Source: an optimization exercise on an open RTL-to-GDS flow (aim: small area and a short achievable clock period). Production flows keep margins and buffers that such runs may drop.
In this exercise RTL edits were held to simulation tests only and were not proved equivalent to the original.

[flow/design.v]
module rgb2hsv(
        input clock,
        input reset_n,
        input in_valid,
        input [7:0] in_red,
        input [7:0] in_green,
        input [7:0] in_blue,
        input in_visual,
        input in_done,
        output out_valid,
        output [7:0] out_red,
        output [7:0] out_green,
        output [7:0] out_blue,
        output [7:0] out_hue,
        output [7:0] out_saturation,
        output [7:0] out_brightness,
        output out_visual,
        output out_done
    );
    function ge8;
        input [7:0] a;
        input [7:0] b;
        integer i;
        reg c;
        begin
            c = 1'b1;
            for (i = 0; i < 8; i = i + 1)
                c = (a[i] & ~b[i]) | (a[i] & c) | (~b[i] & c);
            ge8 = c;
        end
    endfunction
    function [8:0] step_c;
        input [8:0] v;
        input [7:0] dn;
        integer i;
        reg c, q;
        reg [7:0] t;
        begin
            c = 1'b1;
            for (i = 0; i < 8; i = i + 1) begin
                t[i] = v[i] ^ dn[i] ^ c;
                c = (v[i] & dn[i]) | (v[i] & c) | (dn[i] & c);
            end
            q = v[8] | c;
            step_c = {q, ~(q ? t : v[7:0])};
        end
    endfunction
    function [8:0] step_b;
        input [8:0] vn;
        input [7:0] d;
        integer i;
        reg w, q;
        reg [7:0] tn;
        begin
            w = 1'b0;
            for (i = 0; i < 8; i = i + 1) begin
                tn[i] = vn[i] ^ d[i] ^ w;
                w = (vn[i] & d[i]) | (vn[i] & w) | (d[i] & w);
            end
            q = ~(vn[8] & w);
            step_b = {q, ~(q ? tn : vn[7:0])};
        end
    endfunction
    reg [26:0] p1, p2, p3, p4, p5;
    always @(posedge clock) begin
        p1 <= {in_valid, in_visual, in_done, in_red, in_green, in_blue};
        p2 <= p1;
        p3 <= p2;
        p4 <= p3;
        p5 <= p4;
    end
    reg [2:0] rc;
    always @(posedge clock)
        rc <= {reset_n & (rc[1] | rc[2]), reset_n & rc[0], reset_n & ~rc[2]};
    wire live = reset_n & rc[2] & ~rc[1];
    wire [7:0] r4 = p3[23:16];
    wire [7:0] g4 = p3[15:8];
    wire [7:0] b4 = p3[7:0];
    wire r_ge_g = ge8(r4, g4);
    wire r_ge_b = ge8(r4, b4);
    wire g_lt_b = ~ge8(g4, b4);
    wire rmax = r_ge_g & r_ge_b;
    wire bmax = ~rmax & g_lt_b;
    wire gmax = ~rmax & ~g_lt_b;
    wire minus = rmax ? g_lt_b : (bmax ? ~r_ge_g : r_ge_b);
    wire lo_r = (bmax & minus) | (gmax & ~minus);
    wire lo_g = (rmax & minus) | (bmax & ~minus);
    wire lo_b = (rmax & ~minus) | (gmax & minus);
    wire [7:0] mx = ({8{rmax}} & r4) | ({8{gmax}} & g4) | ({8{bmax}} & b4);
    wire [7:0] lo = ({8{lo_r}} & r4) | ({8{lo_g}} & g4) | ({8{lo_b}} & b4);
    wire [7:0] hi = ({8{~rmax & ~lo_r}} & r4) | ({8{~gmax & ~lo_g}} & g4)
                  | ({8{~bmax & ~lo_b}} & b4);
    reg [7:0] e, x;
    reg ce, cx;
    integer n;
    always @* begin
        ce = 1'b0;
        cx = 1'b1;
        for (n = 0; n < 8; n = n + 1) begin
            e[n] = mx[n] ^ ~lo[n] ^ ce;
            ce = (mx[n] & ~lo[n]) | (mx[n] & ce) | (~lo[n] & ce);
            x[n] = hi[n] ^ ~lo[n] ^ cx;
            cx = (hi[n] & ~lo[n]) | (hi[n] & cx) | (~lo[n] & cx);
        end
    end
    wire [1:0] hk = rmax ? {minus, minus} : (bmax ? 2'd2 : 2'd1);
    reg [7:0] mx4, e4, x4;
    reg [1:0] hk4;
    reg minus4, q44;
    always @(posedge clock) begin
        mx4 <= mx;
        e4 <= e;
        x4 <= x;
        hk4 <= hk;
        minus4 <= minus;
        q44 <= (hi == mx);       
    end
    wire zd = &e4;
    wire [7:0] en = ~e4;             
    wire [7:0] hr0 = q44 ? 8'd0 : x4;
    reg [8:0] hs3, hs2, hs1;
    reg q0h;
    always @* begin
        hs3 = hstep_c({hr0, 1'b0}, e4);
        hs2 = hstep_b({hs3[7:0], 1'b1}, en);
        hs1 = hstep_c({hs2[7:0], 1'b0}, e4);
        q0h = hlast_b({hs1[7:0], 1'b1}, en);
    end
    wire [4:0] q = {q44, hs3[8], hs2[8], hs1[8], q0h};
    function [8:0] hstep_c;
        input [8:0] v;
        input [7:0] ee;      
        integer i;
        reg c, qq;
        reg [7:0] t;
        begin
            c = 1'b0;
            for (i = 0; i < 8; i = i + 1) begin
                t[i] = v[i] ^ ~ee[i] ^ c;
                c = (v[i] & ~ee[i]) | (v[i] & c) | (~ee[i] & c);
            end
            qq = v[8] | c;
            hstep_c = {qq, ~(qq ? t : v[7:0])};
        end
    endfunction
    function [8:0] hstep_b;
        input [8:0] vn;
        input [7:0] een;     
        integer i;
        reg w, qq;
        reg [7:0] tn;
        begin
            w = 1'b1;
            for (i = 0; i < 8; i = i + 1) begin
                tn[i] = vn[i] ^ ~een[i] ^ w;
                w = (vn[i] & ~een[i]) | (vn[i] & w) | (~een[i] & w);
            end
            qq = ~(vn[8] & w);
            hstep_b = {qq, ~(qq ? tn : vn[7:0])};
        end
    endfunction
    function hlast_b;
        input [8:0] vn;
        input [7:0] een;
        integer i;
        reg w;
        begin
            w = 1'b1;
            for (i = 0; i < 8; i = i + 1)
                w = (vn[i] & ~een[i]) | (vn[i] & w) | (~een[i] & w);
            hlast_b = ~(vn[8] & w);
        end
    endfunction
    wire [7:0] mxn = ~mx4;
    wire [8:0] sa7 = step_c({e4, en[7]}, mxn);
    wire [8:0] sa6 = step_b({sa7[7:0], ~en[6]}, mx4);
    wire [8:0] sa5 = step_c({sa6[7:0], en[5]}, mxn);
    wire [8:0] sa4 = step_b({sa5[7:0], ~en[4]}, mx4);
    reg [7:0] mx5, sr5;
    reg [3:0] sq5, sd5;
    reg [4:0] q5;
    reg [1:0] hk5;
    reg minus5, zd5;
    always @(posedge clock) begin
        mx5 <= mx4;
        sr5 <= sa4[7:0];
        sq5 <= {sa7[8], sa6[8], sa5[8], sa4[8]};
        sd5 <= en[3:0];
        q5 <= q;
        hk5 <= hk4;
        minus5 <= minus4 & (q != 5'd0);
        zd5 <= zd;
    end
    wire [7:0] mx5n = ~mx5;
    wire [8:0] sb3 = step_c({sr5, sd5[3]}, mx5n);
    wire [8:0] sb2 = step_b({sb3[7:0], ~sd5[2]}, mx5);
    wire [8:0] sb1 = step_c({sb2[7:0], sd5[1]}, mx5n);
    wire [8:0] sb0 = step_b({sb1[7:0], ~sd5[0]}, mx5);
    wire [7:0] sat = {sq5, sb3[8], sb2[8], sb1[8], sb0[8]};
    reg [5:0] fp;
    always @* begin
        case (q5)
            5'd0: fp = 6'd0;
            5'd1: fp = 6'd2;
            5'd2: fp = 6'd5;
            5'd3: fp = 6'd7;
            5'd4: fp = 6'd10;
            5'd5: fp = 6'd13;
            5'd6: fp = 6'd15;
            5'd7: fp = 6'd18;
            5'd8: fp = 6'd21;
            5'd9: fp = 6'd23;
            5'd10: fp = 6'd26;
            5'd11: fp = 6'd29;
            5'd12: fp = 6'd31;
            5'd13: fp = 6'd34;
            5'd14: fp = 6'd37;
            5'd15: fp = 6'd39;
            default: fp = 6'd42;
        endcase
    end
    wire [7:0] hf = {minus5, minus5, fp ^ {6{minus5}}};
    wire [7:0] hk85 = {hk5[1], hk5[0], hk5[1], hk5[0], hk5[1], hk5[0], hk5[1], hk5[0]};
    reg [7:0] hue;
    reg ch;
    integer m;
    always @* begin
        ch = 1'b0;
        for (m = 0; m < 8; m = m + 1) begin
            hue[m] = hk85[m] ^ hf[m] ^ ch;
            ch = (hk85[m] & hf[m]) | (hk85[m] & ch) | (hf[m] & ch);
        end
    end
    wire live_hs = live & ~zd5;
    reg [26:0] p6;
    reg [7:0] hue6, sat6, bri6;
    always @(posedge clock) begin
        p6 <= live ? p5 : 27'd0;
        bri6 <= live ? mx5 : 8'd0;
        sat6 <= live_hs ? sat : 8'd0;
        hue6 <= live_hs ? hue : 8'd0;
    end
    assign out_valid = p6[26];
    assign out_visual = p6[25];
    assign out_done = p6[24];
    assign out_red = p6[23:16];
    assign out_green = p6[15:8];
    assign out_blue = p6[7:0];
    assign out_hue = hue6;
    assign out_saturation = sat6;
    assign out_brightness = bri6;
endmodule
[flow/flow/run.sh]
#!/bin/bash
# Standard layout (bash standard.sh), with two changes:
#  - every port gets the smallest plain buffer (buf_1) instead of the default;
#  - CTS without dummy loads and with larger sink clusters (flow/cts_args).
export BUFFER_PORTS_ARGS="-buffer_cell sky130_fd_sc_hd__buf_1"
export CTS_ARGS="$(cat flow/cts_args)"
bash standard.sh finish > standard.log 2>&1
[flow/flow/cts_args]
-sink_clustering_enable -repair_clock_nets -buf_list sky130_fd_sc_hd__clkbuf_4 -root_buf sky130_fd_sc_hd__clkbuf_8 -dont_use_dummy_load -sink_clustering_size 12 -sink_clustering_max_diameter 45
[flow/standard.sh]
#!/bin/bash
# synth_recipe.tcl (not shown) runs the flow's synth.tcl, then flattens the netlist and writes it again
# the make line also repeats each setting of config.mk as NAME=value (left out here)
make -C /OpenROAD-flow-scripts/flow DESIGN_CONFIG=/design/flow/config.mk WORK_HOME=/design/flow/orfs CLKGATE_MAP_FILE= SYNTH_SCRIPT=/design/flow/synth_recipe.tcl "${@:-finish}"
[flow/config.mk]
export PLATFORM = sky130hd
export DESIGN_NAME = rgb2hsv
export DESIGN_NICKNAME = rgb2hsv
export VERILOG_FILES = /design/flow/design.v
export SDC_FILE = /design/flow/constraint.sdc
export NUM_CORES = 4
export LEC_CHECK = 0
export CAP_MARGIN = 20
export CORE_MARGIN = 2
export CORE_UTILIZATION = 70
export PLACE_DENSITY = 0.8
export SLEW_MARGIN = 20
[flow/constraint.sdc]
create_clock -name core_clock -period 80.0 [get_ports {clock}]
set_input_delay 16.0000 -clock core_clock [delete_from_list [all_inputs] [get_ports {clock}]]
set_output_delay 16.0000 -clock core_clock [all_outputs]
set_load 0.01 [all_outputs]
==> reports/metrics.yaml, run 1 <==
status: "timing/DRC/antenna clean"
synth-edff-count: 0
numPortBuffers: 79
hold_path.class: "reg2reg"
rows: 43
skew_ns: 0.0512
cp_max_fo: 1
period_needed_ns: 17.05
critPathLaunchType: "flip-flop"
clkLatencyLatePin_ns: 0.54
crit_buf_inv: 1
worstPathCellList: "buf_1"
synth_top_area_share_pct: 49.6
drtAntennaViolNets: 0
io_pins: 80
area_delta_synth_final_pct: 6.65
worst-setup-path-type: "reg2out"
yosys-top-cells-area: "dfxtp_1, fa_1, inv_1, mux2_2, nand2_1"
drc: 0
die_x_um: 124
diodes: 0
async_reset_ff_share_pct: 0
wirelength_um: 20300
clk_pin_slew_ns: 0.11
relSlewSlack_pct: 33.1
drv_cap: 0
worstSetupEndpointType: "output pin"
setup_tns_ns: 0
design_area_sq_um: 10800
avgSynthCellArea_sq_um: 11.3
grt-ovfl-total: 0
slew_violations: 0
cts_sinks: 251
yosysWarnings: 1
synth_common_cells: "dfxtp_1, inv_1, fa_1, nand2_1, nor2_1"
cp.required_ns: 64.00
arrival_ns: 1.05
dieArea_sq_um: 15400
fmax_mhz: 58.7
grt_pass1_vias: 7000
antenna_found_initial: 1
syn-num-nets: 1022
design.core.area_sq_um: 14000
postCtsSetupBuffers: 0
drive_above_1_share_pct: 8.36
ys.flop_type: "dfxtp_1"
vias_per_cell: 5.69
grt_pass1_wl_um: 34400
grt_max_degree: 29
die_h_um: 124
dr.pass1.iters: 6
grt_usage_pct: 27.4
period_share_pct: 21.3
post_drt_wl_per_cell_um: 17.5
synth_seq_cells: 251
numCtsBuffers: 28
finalNetCount: 1112
h-tree-depth: 1
first_iter_violations: 448
max_stage_delay_ns: 0.34
syn_inst: 893
placed_cell_area_sq_um: 10600
max_slew.worst_pin.slew_ns: 0.999
vias: 6608
cts_hold_buf: 0
synth.largest_area_cell: "dfxtp_1"
cts_resized: 0
synth_cell_types: 64
synth.cell_area_sq_um: 10100
cpMaxStageDelayCell: "dfxtp_1"
dp_hpwl_um: 15600
finalHoldViolations: 0
clockBufferDepth: 3
synth_most_common_cell: "dfxtp_1"
start_util_pct: 72.4
place.gp.congestion: 0.948
cts_tree: "yes"
path_delay_family: "flip-flops"
finalSetupViolCount: 0
yosysSeqAreaShare_pct: 49.6
cts_root_buf: "clkbuf_8"
rsz0062_at_grt: "false"
cells in the final DEF (no fill, tap or decap), types with 4 or more instances in the layout:
cell type  synthesis  final
nor2_1            52     51
nor3_1            14     14
inv_1             90     90
maj3_1             9      9
nor2b_1           19     19
a211oi_1           4      4
o21ai_0           23     23
and2_1            39     39
xor2_1             7      7
nand2_1           73     73
a22oi_1           13     13
mux2i_1           15     15
a21oi_1           25     25
ha_1              19     19
maj3_2             5      5
o211ai_1           4      4
o221a_2            6      6
mux2_2            29     29
xnor2_1           19     19
clkbuf_4           0     25
dfxtp_1          251    251
fa_1              81     81
buf_1              0     79
nand2b_1          10     10
o22ai_1            7      7
state kept, by name, summed over array words and instances, names as in the netlist, 27 cells and up, named ones only:
name,cells
p6,27
p5,27
p3,27
p1,27
p4,27
p2,27
metrics by stage:
stage                     worst slack [ns]  utilization [%]  hold WS [ns]  cells
after floorplan                      62.92                -         0.310    893
after global placement               62.47             75.5         0.310   1132
after detailed placement             62.18             75.5         0.312   1132
after CTS                            62.76             77.1         0.304   1160
after global routing                 62.86             77.2         0.306   1161
final                                62.95             77.2         0.299   1161
per-layer routing:
layer,track usage (%),wire length (um),vias to the layer above
met5,0,15,-
met3,5.67,1610,64
met4,10.3,616,2
met2,45.9,9960,286
li1,-,-,3086
met1,35.5,8130,3170
layout make-up:
class	count	area (sq um)
Sequential cell	251	5020
Multi-Input combinational cell	529	4660
Fill cell	907	3190
Inverter	91	342
Timing Repair Buffer	82	319
Clock buffer	28	229
Tap cell	180	225
worst paths after layout:
check             startpoint      endpoint  slack (ns)  cells past startpoint
setup / recovery       p6[9]  out_green[1]       62.95                      1
hold reg to reg       mx4[5]        mx5[5]        0.30                      0
setup reg to reg       e4[7]        sr5[6]       65.51                     42
hold / removal        mx4[5]        mx5[5]        0.30                      0
worst register-to-register path, delay by kind of cell, from the launching register on:
family                   cells  cell delay (ns)
AND/OR/NAND/NOR              4             1.09
buffers and inverters        4             0.44
multiplexers                 1             0.42
adder cells (fa/ha/maj)     28            10.73
AO/OA/AOI/OAI                5             1.13
flip-flops                   1             0.59
cell families after synthesis:
group,count (synthesis),synth area share (%)
simple gates,226,10.9
fa+ha+maj,114,19.8
xor+xnor,26,2.25
flops,251,49.6
compound gates,118,8.13
mux,45,4.93
buf+inv,113,4.39
==> run 2, diff against run 1 <==
==> flow/flow/cts_args (replaced) <==
-sink_clustering_enable -repair_clock_nets -buf_list sky130_fd_sc_hd__clkbuf_4 sky130_fd_sc_hd__clkbuf_8 -root_buf sky130_fd_sc_hd__clkbuf_16 -dont_use_dummy_load -sink_clustering_size 12 -sink_clustering_max_diameter 45
--- a/flow/config.mk
+++ b/flow/config.mk
@@ -7,6 +7,5 @@
 export LEC_CHECK = 0
 export CAP_MARGIN = 20
 export CORE_MARGIN = 2
-export CORE_UTILIZATION = 70
-export PLACE_DENSITY = 0.8
+export CORE_UTILIZATION = 55
 export SLEW_MARGIN = 20
==> run 2 against run 1 <==
Synthesized cell count is the same. Synthesized area is the same. The flow now stops in 4_1_cts.
==> reports/metrics.yaml, run 2 <==
status: "did not finish"  # was timing/DRC/antenna clean
stop_stage: "4_1_cts"
error: "[ERROR STA-0564] clock_tree_synthesis positional arguments not supported."
synth_most_common_cell: "dfxtp_1"  # unchanged
syn_inst: 893  # unchanged
yosysSeqAreaShare_pct: 49.6  # unchanged
synth.cell_area_sq_um: 10100  # unchanged
numPortBuffers: 79  # unchanged
synth_top_area_share_pct: 49.6  # unchanged
io_pins: 80  # unchanged
dp_hpwl_um: 15100  # was 15600 um
synth_seq_cells: 251  # unchanged
yosys-top-cells-area: "dfxtp_1, fa_1, inv_1, mux2_2, nand2_1"  # unchanged
synth_cell_types: 64  # unchanged
rows: 49  # was 43
syn-num-nets: 1022  # unchanged
pre_cts_slack_ns: 62.59  # was 62.18 ns
start_util_pct: 56.2  # was 72.4%
die_x_um: 140  # was 124 um
die_h_um: 140  # was 124 um
avgSynthCellArea_sq_um: 11.3  # unchanged
synth_common_cells: "dfxtp_1, inv_1, fa_1, nand2_1, nor2_1"  # unchanged
synth-edff-count: 0  # unchanged
place.gp.congestion: 0.876  # was 0.948
yosysWarnings: 1  # unchanged
ys.flop_type: "dfxtp_1"  # unchanged
async_reset_ff_share_pct: 0  # unchanged
synth.largest_area_cell: "dfxtp_1"  # unchanged
run 2: kinds of logic after synthesis:
kind of cell	synth area share, %
flops	49.6
xor+xnor	2.25
mux	4.93
simple gates	10.9
fa+ha+maj	19.8
compound gates	8.13
buf+inv	4.39
run 2: how the worst min path moves through the flow:
stage	start	end	slack [ns]	cells after the start
after floorplan	hk4[0]	hk5[0]	0.31	0
after global placement	p2[25]	p3[25]	0.31	0
after detailed placement	p2[12]	p3[12]	0.31	0
run 2: through the flow:
stage               hold WS [ns]  utilization (%)  cells  area, sq um
floorplan                  0.310                -    893        10100
global placement           0.310             59.0   1183        10600
detailed placement         0.312             59.0   1183        10600
==> run 3, diff against run 2 <==
==> flow/flow/cts_args (replaced) <==
-sink_clustering_enable -repair_clock_nets -buf_list sky130_fd_sc_hd__clkbuf_4 -root_buf sky130_fd_sc_hd__clkbuf_16 -dont_use_dummy_load -sink_clustering_size 12 -sink_clustering_max_diameter 45
==> run 3 against run 2 <==
The run now finishes clean. Synthesized cell count unchanged. Synthesized area is the same.
==> reports/metrics.yaml, run 3 <==
status: "timing/DRC/antenna clean"  # was did not finish
cp_max_fo: 1
clk_pin_slew_ns: 0.11
design.core.area_sq_um: 18000
clockBufferDepth: 3
grt-ovfl-total: 0
skew_ns: 0.0823
rows: 49  # unchanged
place.gp.congestion: 0.876  # unchanged
synth_top_area_share_pct: 49.6  # unchanged
antenna_found_initial: 0
synth_common_cells: "dfxtp_1, inv_1, fa_1, nand2_1, nor2_1"  # unchanged
fmax_mhz: 58.9
rsz0062_at_grt: "false"
yosysWarnings: 1  # unchanged
mostFrequentLayoutCell: "dfxtp_1"
syn-num-nets: 1022  # unchanged
vias: 6408
first_iter_violations: 316
arrival_ns: 0.99
worst-setup-path-type: "reg2out"
setup_tns_ns: 0
die_x_um: 140  # unchanged
yosysSeqAreaShare_pct: 49.6  # unchanged
layoutNonFillerInstCount: 1214
drv_cap: 0
yosys-top-cells-area: "dfxtp_1, fa_1, inv_1, mux2_2, nand2_1"  # unchanged
start_util_pct: 56.2  # unchanged
final_core_util_pct: 60.6
synth-edff-count: 0  # unchanged
io_pins: 80  # unchanged
synth_seq_cells: 251  # unchanged
post_drt_wl_per_cell_um: 16.2
cp.required_ns: 64.00
vias_per_cell: 5.28
die_h_um: 140  # unchanged
avgSynthCellArea_sq_um: 11.3  # unchanged
design_area_sq_um: 10900
numPortBuffers: 79  # unchanged
h-tree-depth: 1
hold_path.class: "reg2reg"
drc: 0
async_reset_ff_share_pct: 0  # unchanged
syn_inst: 893  # unchanged
max_slew.worst_pin.slew_ns: 0.888
dr.pass1.iters: 5
synth_cell_types: 64  # unchanged
relSlewSlack_pct: 40.3
cts_tree: "yes"
cts_root_buf: "clkbuf_16"
cts_hold_buf: 0
grt_usage_pct: 20.8
post-place-cells: 1183  # unchanged
n_fill_cell: 1567
seqCellArea_sq_um: 5020
worstPathCellList: "buf_1"
period_share_pct: 21.2
synth_most_common_cell: "dfxtp_1"  # unchanged
slew_violations: 0
wirelength_um: 19600
path_delay_family: "flip-flops"
synth.cell_area_sq_um: 10100  # unchanged
worstSetupEndpointType: "output pin"
postCtsSetupBuffers: 0
cts_resized: 0
dp_hpwl_um: 15100  # unchanged
cts_sinks: 251
numCtsBuffers: 31
synth.largest_area_cell: "dfxtp_1"  # unchanged
finalHoldViolations: 0
max_stage_delay_ns: 0.33
drtAntennaViolNets: 0
final_cell_mix: "dfxtp_1, inv_1, fa_1"
finalSetupViolCount: 0
dieArea_sq_um: 19500
drive_above_1_share_pct: 8.63
critPathLaunchType: "flip-flop"
grt_pass1_vias: 6569
grt_max_degree: 29
period_needed_ns: 16.99
clkLatencyLatePin_ns: 0.50
crit_buf_inv: 1
area_delta_synth_final_pct: 7.86
multiInputGateArea_sq_um: 4660
grt_pass1_wl_um: 32900
placed_cell_area_sq_um: 10600  # unchanged
diodes: 0
finalNetCount: 1116
cpMaxStageDelayCell: "dfxtp_1"
ys.flop_type: "dfxtp_1"  # unchanged
-- run 3: cell counts after synthesis --
No cell type changed its count.
-- run 3: cell families after synthesis --
kind of cell,after synthesis,synth area share (%)
and+or+nand+nor,226,10.9
buffers and inverters,113,4.39
xor gates and xnor gates,26,2.25
adders and majority gates,114,19.8
DFF,251,49.6
AOI/OAI and AO/OA,118,8.13
muxes,45,4.93
-- run 3: final timing paths --
path | from | end | slack [ns] | depth (start not counted)
min | p4[5] | p5[5] | 0.25 | 0
max | p6[14] | out_green[6] | 63.01 | 1
max reg2reg | e4[7] | sr5[3] | 65.66 | 42
min reg2reg | p4[5] | p5[5] | 0.25 | 0
-- run 3: cell type report --
| cell class | count | area share [%] |
|---|---|---|
| Multi-Input combinational cell | 529 | 42.6 |
| Tap cell | 229 | 2.62 |
| Clock buffer | 31 | 2.61 |
| Timing Repair Buffer | 83 | 2.99 |
| Inverter | 91 | 3.13 |
| Sequential cell | 251 | 46.0 |
-- run 3: stage by stage --
stage | hold slack [ns] | setup slack [ns]
6_report | 0.254 | 63.01
5_1_grt | 0.247 | 62.94
3_5_place_dp | 0.312 | 62.59
2_1_floorplan | 0.310 | 62.92
4_1_cts | 0.248 | 62.97
3_3_place_gp | 0.310 | 62.63
-- run 3: layer usage --
| layer | up-vias | track usage (%) | wire length (um) |
|---|---|---|---|
| li1 | 3089 | - | - |
| met1 | 3066 | 29.6 | 9120 |
| met2 | 210 | 32.2 | 8740 |
| met3 | 43 | 4.27 | 1260 |
| met4 | 0 | 6.32 | 496 |
| met5 | - | 0 | 0 |
==> run 4, diff against run 3 <==
==> flow/flow/cts_args (replaced) <==
-sink_clustering_enable -repair_clock_nets -buf_list sky130_fd_sc_hd__clkbuf_4 -root_buf sky130_fd_sc_hd__clkbuf_8 -dont_use_dummy_load -sink_clustering_size 14 -sink_clustering_max_diameter 40
--- a/flow/config.mk
+++ b/flow/config.mk
@@ -7,5 +7,6 @@
 export LEC_CHECK = 0
 export CAP_MARGIN = 20
 export CORE_MARGIN = 2
-export CORE_UTILIZATION = 55
+export CORE_UTILIZATION = 75
+export PLACE_DENSITY = 0.85
 export SLEW_MARGIN = 20
==> run 4 against run 3 <==
Highest routed layer unchanged. Count of clock-buffer cells in the layout is 2 lower. Sequential share of layout area grew 0.58 points. Cell count down 4.8%. Worst setup slack worse by 0.063 ns. Non-clock buffer count down 3. Synthesized cell count unchanged. Die area down 26%. Still clean. Synthesized area is the same. Worst hold slack gained 0.022 ns. Register-to-register slack lost 0.13 ns.
==> reports/metrics.yaml, run 4 <==
arrival_ns: 1.06  # was 0.99 ns
fmax_mhz: 58.6  # was 58.9 MHz
synth_top_area_share_pct: 49.6  # unchanged
dr.pass1.iters: 5  # unchanged
wirelength_um: 20400  # was 19600 um
yosysSeqAreaShare_pct: 49.6  # unchanged
synth_seq_cells: 251  # unchanged
fin_hold_ws_ns: 0.276  # was 0.254 ns
avgSynthCellArea_sq_um: 11.3  # unchanged
placed_cell_area_sq_um: 10500  # was 10600 sq um
clockBufferDepth: 3  # unchanged
mostFrequentLayoutCell: "dfxtp_1"  # unchanged
cts_hold_buf: 0  # unchanged
drive_above_1_share_pct: 8.27  # was 8.63%
clk_pin_slew_ns: 0.12  # was 0.11 ns
critPathLaunchType: "flip-flop"  # unchanged
hold_path.class: "reg2reg"  # unchanged
grt_pass1_wl_um: 34000  # was 32900 um
worstSetupEndpointType: "output pin"  # unchanged
diodes: 0  # unchanged
cts_sinks: 251  # unchanged
async_reset_ff_share_pct: 0  # unchanged
design_area_sq_um: 10800  # was 10900 sq um
grt_usage_pct: 29.9  # was 20.8%
finalNetCount: 1111  # was 1116
period_needed_ns: 17.06  # was 16.99 ns
postCtsSetupBuffers: 0  # unchanged
synth_common_cells: "dfxtp_1, inv_1, fa_1, nand2_1, nor2_1"  # unchanged
rsz0062_at_grt: "false"  # unchanged
cp.required_ns: 64.00  # about the same
max_stage_delay_ns: 0.35  # was 0.33 ns
yosys-top-cells-area: "dfxtp_1, fa_1, inv_1, mux2_2, nand2_1"  # unchanged
post_drt_wl_per_cell_um: 17.7  # was 16.2 um
rows: 42  # was 49
dieArea_sq_um: 14400  # was 19500 sq um
final_cell_mix: "dfxtp_1, inv_1, fa_1"  # unchanged
design.core.area_sq_um: 13200  # was 18000 sq um
status: "timing/DRC/antenna clean"  # unchanged
drc: 0  # unchanged
finalHoldViolations: 0  # unchanged
syn-num-nets: 1022  # unchanged
dp_hpwl_um: 15900  # was 15100 um
cpMaxStageDelayCell: "dfxtp_1"  # unchanged
start_util_pct: 76.8  # was 56.2%
clkLatencyLatePin_ns: 0.54  # was 0.50 ns
worstPathCellList: "buf_1"  # unchanged
antenna_found_initial: 0  # unchanged
drv_cap: 0  # unchanged
grt_pass1_vias: 6965  # was 6569
worst-setup-path-type: "reg2out"  # unchanged
vias_per_cell: 5.77  # was 5.28
drtAntennaViolNets: 0  # unchanged
max_slew.worst_pin.slew_ns: 1.01  # was 0.888 ns
area_delta_synth_final_pct: 6.52  # was 7.86%
synth-edff-count: 0  # unchanged
grt_max_degree: 29  # unchanged
die_x_um: 120  # was 140 um
io_pins: 80  # unchanged
final_core_util_pct: 81.8  # was 60.6%
ys.flop_type: "dfxtp_1"  # unchanged
h-tree-depth: 1  # unchanged
cts_resized: 0  # unchanged
cts_root_buf: "clkbuf_8"  # was clkbuf_16
cp_max_fo: 1  # unchanged
place.gp.congestion: 0.953  # was 0.876
vias: 6667  # was 6408
path_delay_family: "flip-flops"  # unchanged
setup_tns_ns: 0  # unchanged
synth_cell_types: 64  # unchanged
syn_inst: 893  # unchanged
period_share_pct: 21.3  # was 21.2%
finalSetupViolCount: 0  # unchanged
numPortBuffers: 79  # unchanged
grt-ovfl-total: 0  # unchanged
numCtsBuffers: 29  # was 31
yosysWarnings: 1  # unchanged
crit_buf_inv: 1  # unchanged
skew_ns: 0.0770  # was 0.0823 ns
die_h_um: 120  # was 140 um
relSlewSlack_pct: 32.1  # was 40.3%
synth.cell_area_sq_um: 10100  # unchanged
slew_violations: 0  # unchanged
cts_tree: "yes"  # unchanged
first_iter_violations: 578  # was 316
synth.largest_area_cell: "dfxtp_1"  # unchanged
synth_most_common_cell: "dfxtp_1"  # unchanged
==> run 4: changes by cell type in the layout (fill, tap and decap cells not counted) <==
cell	previous run	this run
nor2_2	1	2
nor2_1	52	51
clkbuf_16	3	0
clkbuf_4	28	26
buf_4	4	1
clkbuf_8	0	3
==> run 4: area by class of cell <==
class	count	area, sq um
Clock buffer	29	236
Fill cell	783	2400
Inverter	91	342
Multi-Input combinational cell	529	4660
Sequential cell	251	5020
Tap cell	176	220
Timing Repair Buffer	80	304
==> run 4: stage by stage <==
| step | setup slack (ns) | cells |
|---|---|---|
| final | 62.95 | 1156 |
| after global routing | 62.90 | 1156 |
| after CTS | 62.88 | 1156 |
| after detailed placement | 62.33 | 1127 |
| after global placement | 62.49 | 1127 |
| after floorplan | 62.92 | 893 |
==> run 4: final timing paths <==
check,depth (start not counted),slack [ns],endpoint,from
hold / removal,0,0.28,p5[5],p4[5]
setup reg to reg,42,65.53,sr5[4],e4[7]
setup / recovery,1,62.95,out_saturation[6],sat6[6]
hold reg to reg,0,0.28,p5[5],p4[5]
==> run 4: cell families after synthesis <==
group	count (synthesis)	share of synthesized area, %
xor+xnor	26	2.25
flops	251	49.6
compound gates	118	8.13
simple gates	226	10.9
fa+ha+maj	114	19.8
mux	45	4.93
buf+inv	113	4.39
==> run 4: routing by layer <==
metal / routed length [um] / global-route usage, %
met5: 0 / 0
met4: 552 / 10.8
met3: 1510 / 5.14
met2: 10000 / 50.5
met1: 8340 / 39.3

## what the ideal ports hide
The flow's constraints put no driver on any port. The routed layouts listed below were extracted and timed again, unchanged, in two steps. Step 1 sets driving cells, clkbuf_16 on the clock port and buf_2 on the other inputs (assumed; they add their load-dependent delay and slew). Step 2 also shifts input and output timing later by t, the mid clock arrival at the registers, as if the neighbouring blocks saw the same clock. Three values: ideal, step 1, step 2; two values: the first two.
run | shift t [ns] | slack for setup (ns) | worst setup path at the end
run 1 | 0.550 | 62.953 / 62.913 / 62.468 | input to register
run 3 | 0.507 | 63.008 / 62.965 / 62.593 | input to register
run 4 | 0.542 | 62.945 / 62.906 / 62.502 | input to register
After both steps every run listed still meets setup and hold. For run 1, which loses most, drivers alone change the setup slack by -0.040 ns; drivers and shift together by -0.485 ns.
